Context: an optimization exercise on an open-source flow, tuned for small area. The choices shown serve that exercise and are no tape-out recipe.
In this exercise RTL edits were held to simulation tests only and were not proved equivalent to the original.

--- flow/config.mk ---
export PLATFORM = sky130hd
export DESIGN_NAME = dds_core
export DESIGN_NICKNAME = dds_core
export VERILOG_FILES = /design/flow/design.v
export SDC_FILE = /design/flow/constraint.sdc
export NUM_CORES = 4
export LEC_CHECK = 0
export CAP_MARGIN = 20
export CORE_MARGIN = 2
export CORE_UTILIZATION = 40
export PLACE_DENSITY = 0.6
export SLEW_MARGIN = 20
--- flow/constraint.sdc ---
create_clock -name core_clock -period 15.0 [get_ports {clk}]
set_input_delay 3.0000 -clock core_clock [delete_from_list [all_inputs] [get_ports {clk}]]
set_output_delay 3.0000 -clock core_clock [all_outputs]
set_load 0.01 [all_outputs]
--- flow/design.v ---
module BTN_IF (
    input       wire      Fg_CLK,
    input       wire      Ext_RESETn,
    input       wire      iExtBtn,
    output      wire[2:0] oIntBtn
);
    reg [11:0]          rCnt;
    reg [2:0]           rIntBtn;
    localparam Delay_Time = 12'd2400;
    wire press = rIntBtn[2] & ~rIntBtn[1] & (rCnt == 12'd0);
    assign oIntBtn = {2'b00, press};
    always @(posedge Fg_CLK or negedge Ext_RESETn) begin
        if (~Ext_RESETn)
            rCnt <= 12'd0;
        else if (rCnt == 12'd0)
            rCnt <= {11'd0, press};
        else
            rCnt <= (rCnt != Delay_Time) ? rCnt + 12'd1 : 12'd0;
    end
    always @(posedge Fg_CLK or negedge Ext_RESETn) begin
        if (~Ext_RESETn)
            rIntBtn <= 3'b111;
        else
            rIntBtn <= {rIntBtn[1], rIntBtn[0], iExtBtn};
    end
endmodule
module SamplingCtrl (
    input   wire        Fg_CLK,
    input   wire  [2:0] oIntBtn,
    input   wire        Fg_RESETn,
    output  wire        DDSEnable,
    output  wire        DDSReady,
    output  wire  [2:0] DDSMode,
    output  wire  [2:0] DDSModeD     
);
    reg [2:0]  rDDSMode;
    reg [2:0]  rModeD;       
    reg [13:0] rCnt;
    reg        rDDSEnable;
    reg        rPulse_In;
    reg        begin_ready;
    reg        rDDSReady;
    reg [6:0]  rCnt_Ready;
    wire btn_ev = |oIntBtn;
    reg [13:0] rValue;
    always @(*) begin
        case (rModeD)
            3'd1:    rValue = 14'd9;
            3'd2:    rValue = 14'd99;
            3'd3:    rValue = 14'd999;
            3'd4:    rValue = 14'd9999;
            default: rValue = 14'd0;
        endcase
    end
    assign DDSMode   = rDDSMode;
    assign DDSModeD  = rModeD;
    assign DDSReady  = rDDSReady;
    assign DDSEnable = rDDSEnable;
    always @(posedge Fg_CLK or negedge Fg_RESETn) begin
        if (~Fg_RESETn) begin
            rCnt       <= 14'd0;
            rModeD     <= 3'd0;
            rDDSEnable <= 1'b0;
            rDDSMode   <= 3'd0;
            rPulse_In  <= 1'b0;
        end else begin
            rCnt       <= (rCnt < rValue) ? rCnt + 14'd1 : 14'd0;
            rModeD     <= rDDSMode;
            rDDSEnable <= (rCnt == rValue);
            if ((btn_ev && rDDSMode == 3'd0) || (rDDSEnable && rPulse_In))
                rDDSMode <= (rDDSMode < 3'd4) ? rDDSMode + 3'd1 : 3'd0;
            if (btn_ev)
                rPulse_In <= 1'b1;
            else if (rDDSEnable)
                rPulse_In <= 1'b0;
        end
    end
    always @(posedge Fg_CLK or negedge Fg_RESETn) begin
        if (~Fg_RESETn) begin
            begin_ready <= 1'b1;
            rCnt_Ready  <= 7'd0;
            rDDSReady   <= 1'b0;
        end else begin
            begin_ready <= (rCnt_Ready < 7'd80) && begin_ready;
            if (begin_ready)
                rCnt_Ready <= (rCnt_Ready < 7'd80) ? rCnt_Ready + 7'd1 : 7'd0;
            rDDSReady <= !(rCnt_Ready < 7'd80);
        end
    end
endmodule
module Oscillator (
    input   wire        Fg_CLK,
    input   wire        Fg_RESETn,
    input   wire        DDSEnable,
    input   wire        DDSReady,
    input   wire [31:0] init_1,
    input   wire [31:0] r_out,       
    output  wire [31:0] out_1,
    output  wire [31:0] out_2
);
    reg [31:0] r_out_1;
    reg [31:0] r_out_2;
    assign out_1 = r_out_1;
    assign out_2 = r_out_2;
    always @(posedge Fg_CLK or negedge Fg_RESETn) begin
        if (~Fg_RESETn) begin
            r_out_1 <= 32'd0;
            r_out_2 <= 32'd0;
        end else if (DDSReady) begin
            r_out_1 <= init_1;
            r_out_2 <= 32'd0;
        end else if (DDSEnable) begin
            r_out_1 <= r_out;
            r_out_2 <= r_out_1;
        end
    end
endmodule
module SharedMul (
    input   wire [31:0] y1,
    input   wire [31:0] y2,
    input   wire        osc,         
    input   wire [2:0]  mode,
    output  wire [31:0] r_out,       
    output  wire [29:0] dprod        
);
    wire [31:0] d = y1 - y2;
    wire [31:0] mx = osc ? y1 : d;
    wire [2:0] msel = osc ? 3'd5 : mode;
    wire [60:0] zrow = osc ? {(y2 ^ 32'h7fffffff), 29'd0} : 61'd0;
    wire [31:0] xm1 = mx;
    wire [33:0] xm3 = ({{2{mx[31]}},mx} << 0) + ({{2{mx[31]}},mx} << 1);
    reg [60:0] row0;
    always @(*) case (msel)
      3'd5: row0 = ({61'd0, (xm3 ^ {1'b1,33'd0})} << 1);
      3'd1: row0 = ({61'd0, (xm3 ^ {1'b1,33'd0})} << 0);
      3'd2: row0 = ({61'd0, (xm1 ^ {1'b1,31'd0})} << 0);
      3'd3: row0 = ({61'd0, (xm3 ^ {1'b1,33'd0})} << 1);
      3'd4: row0 = ({61'd0, (xm1 ^ {1'b1,31'd0})} << 0);
      default: row0 = ({61'd0, (xm1 ^ {1'b1,31'd0})} << 0);
    endcase
    reg [60:0] row1;
    always @(*) case (msel)
      3'd5: row1 = ({61'd0, (xm1 ^ {1'b1,31'd0})} << 5);
      3'd1: row1 = ({61'd0, (xm3 ^ {1'b1,33'd0})} << 4);
      3'd2: row1 = ({61'd0, (xm1 ^ {1'b1,31'd0})} << 2);
      3'd3: row1 = ({61'd0, (xm1 ^ {1'b1,31'd0})} << 5);
      3'd4: row1 = ({61'd0, (xm3 ^ {1'b1,33'd0})} << 1);
      default: row1 = 61'd0;
    endcase
    reg [60:0] row2;
    always @(*) case (msel)
      3'd5: row2 = ({61'd0, (xm1 ^ {1'b0,{31{1'b1}}})} << 11);
      3'd1: row2 = ({61'd0, (xm3 ^ {1'b1,33'd0})} << 8);
      3'd2: row2 = ({61'd0, (xm1 ^ {1'b1,31'd0})} << 7);
      3'd3: row2 = ({61'd0, (xm1 ^ {1'b1,31'd0})} << 8);
      3'd4: row2 = ({61'd0, (xm3 ^ {1'b1,33'd0})} << 4);
      default: row2 = 61'd0;
    endcase
    reg [60:0] row3;
    always @(*) case (msel)
      3'd5: row3 = ({61'd0, (xm1 ^ {1'b0,{31{1'b1}}})} << 14);
      3'd1: row3 = ({61'd0, (xm3 ^ {1'b1,33'd0})} << 12);
      3'd2: row3 = ({61'd0, (xm3 ^ {1'b1,33'd0})} << 8);
      3'd3: row3 = ({61'd0, (xm3 ^ {1'b1,33'd0})} << 12);
      3'd4: row3 = ({61'd0, (xm3 ^ {1'b1,33'd0})} << 7);
      default: row3 = 61'd0;
    endcase
    reg [60:0] row4;
    always @(*) case (msel)
      3'd5: row4 = ({61'd0, (xm3 ^ {1'b1,33'd0})} << 17);
      3'd1: row4 = ({61'd0, (xm3 ^ {1'b1,33'd0})} << 16);
      3'd2: row4 = ({61'd0, (xm3 ^ {1'b0,{33{1'b1}}})} << 11);
      3'd3: row4 = ({61'd0, (xm1 ^ {1'b1,31'd0})} << 19);
      3'd4: row4 = ({61'd0, (xm1 ^ {1'b1,31'd0})} << 12);
      default: row4 = 61'd0;
    endcase
    reg [60:0] row5;
    always @(*) case (msel)
      3'd5: row5 = ({61'd0, (xm3 ^ {1'b0,{33{1'b1}}})} << 20);
      3'd1: row5 = ({61'd0, (xm3 ^ {1'b1,33'd0})} << 20);
      3'd2: row5 = ({61'd0, (xm1 ^ {1'b1,31'd0})} << 17);
      3'd3: row5 = 61'd0;
      3'd4: row5 = ({61'd0, (xm3 ^ {1'b1,33'd0})} << 14);
      default: row5 = 61'd0;
    endcase
    reg [60:0] row6;
    always @(*) case (msel)
      3'd5: row6 = ({61'd0, (xm1 ^ {1'b0,{31{1'b1}}})} << 24);
      3'd1: row6 = ({61'd0, (xm3 ^ {1'b1,33'd0})} << 24);
      3'd2: row6 = ({61'd0, (xm1 ^ {1'b1,31'd0})} << 20);
      3'd3: row6 = 61'd0;
      3'd4: row6 = 61'd0;
      default: row6 = 61'd0;
    endcase
    reg [60:0] row7;
    always @(*) case (msel)
      3'd5: row7 = ({61'd0, (xm1 ^ {1'b1,31'd0})} << 30);
      3'd1: row7 = 61'd0;
      3'd2: row7 = ({61'd0, (xm1 ^ {1'b1,31'd0})} << 22);
      3'd3: row7 = 61'd0;
      3'd4: row7 = 61'd0;
      default: row7 = 61'd0;
    endcase
    reg [60:0] kc;
    always @(*) case (msel)
      3'd5: kc = 61'hf5bdbec21104800;
      3'd1: kc = 61'h1dddddde00000000;
      3'd2: kc = 61'h1fd6edbd80000800;
      3'd3: kc = 61'h1ffbdf6c00000000;
      3'd4: kc = 61'h1fff76db80000000;
      default: kc = 61'h1fffffff80000000;
    endcase
    wire [60:0] prod = row0 + row1 + row2 + row3 + row4 + row5 + row6 + row7 + kc + zrow;
    assign r_out = prod[60:29];
    assign dprod = prod[58:29];
endmodule
module Interpolator (
    input   wire        Fg_CLK,
    input   wire        Fg_RESETn,
    input   wire [31:0] out_2,       
    input   wire [29:0] dprod,       
    input   wire [2:0]  DDSMode,
    input   wire        DDSEnable,
    input   wire        DDSReady,
    output  wire [11:0] InterpOut
);
    reg [29:0] Out;
    reg [29:0] dreg;
    reg [11:0] rInterpOut;
    reg        Enable_delay;
    assign InterpOut = rInterpOut;
    reg [29:0] dready;
    always @(*) begin
        case (DDSMode)
            3'd1:    dready = 30'd9687804;
            3'd2:    dready = 30'd968780;
            3'd3:    dready = 30'd96877;
            3'd4:    dready = 30'd9687;
            default: dready = 30'd0;
        endcase
    end
    always @(posedge Fg_CLK or negedge Fg_RESETn) begin
        if (~Fg_RESETn) begin
            Enable_delay <= 1'b0;
            dreg         <= 30'd0;
            Out          <= 30'd0;
            rInterpOut   <= 12'd0;
        end else begin
            Enable_delay <= DDSEnable;
            dreg         <= DDSReady ? dready : dprod;
            Out          <= Enable_delay ? out_2[29:0] : Out + dreg;
            rInterpOut   <= Out[29:18];
        end
    end
endmodule
module dds_core (
    input   wire        clk,         
    input   wire        rst_n,       
    input   wire        btn,         
    output  wire [11:0] dac_out,     
    output  wire [2:0]  mode         
);
    wire    [2:0]  oIntBtn;
    wire           wDDSEnable;
    wire    [2:0]  wDDSMode;
    wire    [2:0]  wDDSModeD;
    wire           wDDSReady;
    wire    [31:0] wout_1;
    wire    [31:0] wout_2;
    wire    [31:0] wr_out;
    wire    [29:0] wdprod;
    assign mode = wDDSMode;
    BTN_IF m_BtnIf (
        .Fg_CLK(clk), .Ext_RESETn(rst_n), .iExtBtn(btn), .oIntBtn(oIntBtn)
    );
    SamplingCtrl m_samp (
        .Fg_CLK(clk), .oIntBtn(oIntBtn), .Fg_RESETn(rst_n),
        .DDSEnable(wDDSEnable), .DDSReady(wDDSReady),
        .DDSMode(wDDSMode), .DDSModeD(wDDSModeD)
    );
    SharedMul m_mul (
        .y1(wout_1), .y2(wout_2), .osc(wDDSEnable), .mode(wDDSMode),
        .r_out(wr_out), .dprod(wdprod)
    );
    Oscillator m_osc (
        .Fg_CLK(clk), .Fg_RESETn(rst_n),
        .DDSEnable(wDDSEnable), .DDSReady(wDDSReady),
        .init_1(32'd96878045),       
        .r_out(wr_out),
        .out_1(wout_1), .out_2(wout_2)
    );
    Interpolator m_interp (
        .Fg_CLK(clk), .Fg_RESETn(rst_n),
        .out_2(wout_2), .dprod(wdprod),
        .DDSMode(wDDSMode), .DDSEnable(wDDSEnable), .DDSReady(wDDSReady),
        .InterpOut(dac_out)
    );
endmodule
--- flow/run.sh ---
#!/bin/bash
# synth_recipe.tcl (not shown) runs the flow's synth.tcl, then flattens the netlist and writes it again
# the make line also repeats each setting of config.mk as NAME=value (left out here)
make -C /OpenROAD-flow-scripts/flow DESIGN_CONFIG=/design/flow/config.mk WORK_HOME=/design/flow/orfs CLKGATE_MAP_FILE= SYNTH_SCRIPT=/design/flow/synth_recipe.tcl finish
==> flow_metrics.tcl <==
set metrics [dict create \
    outcome "finished clean" \
    synth_edf_count 0 \
    hp-class "reg2reg" \
    final_area_um2 28000 \
    finalCriticalPeriod_ns 13.16 \
    portBuffers 17 \
    path_delay_family "compound AO/OA/AOI/OAI gates" \
    synth.area.top_cells "fa_1, dfrtp_1, ha_1" \
    ys_warn_count 5 \
    path_max_fanout 9 \
    path_clk_slew_ns 0.08 \
    setup_viol 0 \
    core_um2 65400 \
    gp_congestion 1.00 \
    dieArea_um2 67800 \
    wl_per_cell_um 22.4 \
    drc 0 \
    yosys_most_used_dff "dfrtp_1" \
    ant_nets 0 \
    syn-cell-area_um2 26300 \
    synth.area.mux_share_pct 0.961 \
    slew_headroom_pct 24.8 \
    finalClockSkew_ns 0.0161 \
    startpoint_type "register" \
    worstSetupEndpointType "register" \
    cts_tree "yes" \
    crit_buf_inv 4 \
    fin_tns_setup_ns 0 \
    syn_inst 3102 \
    wl_um 87900 \
    vias 23396 \
    synth_fa_ha_area_share_pct 32.6 \
    synth_top_family_by_area "adder cells" \
    slowest_stage "a2111oi_0" \
    grt_pass1_vias 23069 \
    cts_buffer_depth 2 \
    vias_per_cell 5.96 \
    cts_setup_buffers 0 \
    cts_hold_buf 0 \
    fmax_ghz 0.0760 \
    placed_cell_area_um2 27400 \
    drive_above_1_share_pct 5.03 \
    grt_start_max_net_pins 115 \
    cts_resized 0 \
    hold_viol 0 \
    path_class "reg2reg" \
    die_w_um 260 \
    ys_top_cells_by_count "nand2_1, inv_1, ha_1" \
    antenna_found_initial 2 \
    yosysTopAreaCell "fa_1" \
    synth_top_cell_area_share_pct 18.9 \
    cp.required_ns 15.36 \
    synth.distinct_cells 103 \
    num_rows 94 \
    slowest_delay_ns 0.86 \
    drt_iter0_drc 2828 \
    cts_made_buffers 17 \
    synthSimpleGateAreaFrac_pct 16.3 \
    grt_pass1_wl_um 137000 \
    async_flop_share_pct 100 \
    synth_compound_area_share_pct 21.1 \
    dp_hpwl_um 67600 \
    ios 18 \
    setup_ws_ns 1.84 \
    htreeDepth 4 \
    clock_latency_ns 0.46 \
    place_ws_ns 2.13 \
    fillers 6606 \
    initial_core_util_pct 40.2 \
    synth_seq_cells 183 \
    worst_path_most_repeated_cell "fa_1" \
    worst_slew_pin_slew_ns 1.10 \
    rsz0062_at_grt "false" \
    yosysMostFrequentCell "nand2_1" \
    syn_area_per_cell_um2 8.48 \
    synth_nets 3642 \
    cts.sinks 183 \
    max_cap_viol_count 0 \
    finalCritPeriodShare_pct 87.8 \
    track_usage_pct 26.2 \
    clockRootBuffer "clkbuf_16" \
    chipHeight_um 260 \
    worst_hold_slack_ns 0.359 \
    final_nets 3586 \
    arrival_ns 13.53 \
    yosysSeqAreaShare_pct 17.4 \
    grt.overflow.total 0 \
    area_growth_pct 6.41 \
    drt_pass1_iterations 7 \
    slew_viol_final 0 \
    synth-xor-area-share_pct 4.68 \
]
path summary, 6_finish.rpt:
path	end	cells past startpoint	slack, ns	startpoint
setup / recovery	m_osc.r_out_1[31]	40	1.84	m_osc.r_out_1[0]
hold / removal	m_BtnIf.rIntBtn[1]	0	0.36	m_BtnIf.rIntBtn[0]
setup reg to reg	m_osc.r_out_1[31]	40	1.84	m_osc.r_out_1[0]
hold reg to reg	m_BtnIf.rIntBtn[1]	0	0.36	m_BtnIf.rIntBtn[0]
max in group asynchronous	m_samp.rDDSEnable	2	10.68	rst_n
min in group asynchronous	m_samp.rCnt_Ready[6]	1	2.64	rst_n
through the flow:
stage / cells / util (%)
after CTS: 3923 / 42.8
after global placement: 3891 / 41.9
after global routing: 3923 / 42.8
after floorplan: 3102 / -
after detailed placement: 3891 / 41.9
final: 3925 / 42.8
cell families (layout without fill, tap and decap cells):
kind of cell,after synthesis,after routing
AO/OA/AOI/OAI,818,818
multiplexers,25,25
other,0,2
XOR/XNOR,137,137
adder cells (fa/ha/maj),537,537
flip-flops,183,183
AND/OR/NAND/NOR,920,920
buffers and inverters,482,439
cell usage in the layout (no fill, tap or decap), drive strengths merged, types with 17 or more instances in the layout:
cell type and n:
nand3 68, mux2i 23, inv 341, o21bai 17, nand4 29, fa 248, clkbuf 18, xnor2 84
a21oi 217, a21o 53, o21a 31, nor3 50, o2111ai 19, a2111oi 26, or3 18, nand2 356
a22oi 20, o211ai 39, a211oi 41, xor2 53, and2 33, ha 289, a221oi 28, dfrtp 179
and3 22, nand2b 30, o21ai 188, nor2b 25, buf 51, nor2 230
state kept, by name, summed over array words and instances, names as in the netlist:
name                   cells
m_interp.dreg             30
m_samp.rDDSReady           1
m_samp.rPulse_In           1
m_samp.rCnt_Ready          7
m_BtnIf.rIntBtn            3
m_samp.rCnt               14
m_samp.rDDSEnable          1
m_BtnIf.rCnt              12
m_samp.begin_ready         1
m_samp.rModeD              3
m_samp.rDDSMode            3
m_interp.Out              30
m_interp.Enable_delay      1
m_osc.r_out_2             32
m_interp.rInterpOut       12
m_osc.r_out_1             32
cell type report:
| type | instances | area [um2] | area share (%) |
|---|---|---|---|
| Timing Repair Buffer | 68 | 557 | 1.99 |
| Sequential cell | 183 | 4590 | 16.4 |
| Tap cell | 864 | 1080 | 3.86 |
| Clock inverter | 15 | 140 | 0.501 |
| Multi-Input combinational cell | 2437 | 19900 | 71.2 |
| Clock buffer | 17 | 425 | 1.52 |
| Antenna cell | 2 | 5.00 | 0.0179 |
| Inverter | 339 | 1270 | 4.55 |
layer usage:
metal | global-route usage (%) | part of all wire (%)
met1 | 36.0 | 43
met2 | 39.9 | 44
met3 | 4.55 | 8.1
met4 | 12.7 | 5.6
met5 | 0 | 0

==> re-timing with driven ports <==
In the flow no input, the clock included, has a driving cell. The finished layout below was timed again as built, in two steps.
Step 1 assumes that a clkbuf_16 drives the clock port and a buf_2 every other input.
Step 2, shift: input delay + t, output delay - t, t = (earliest + latest rising clock arrival at the registers) / 2. This alone moves slack from input paths to output paths.
a / b / c = no drivers / after step 1 / after step 2; a / b = the first two.
t, ns: 0.496
setup WS [ns]: 1.835 / 1.835 / 1.835
worst setup path after step 2: register to register
After both steps this run still meets setup and hold. The setup slack of this run moves by 0.000 ns with the drivers and by 0.000 ns with both steps.
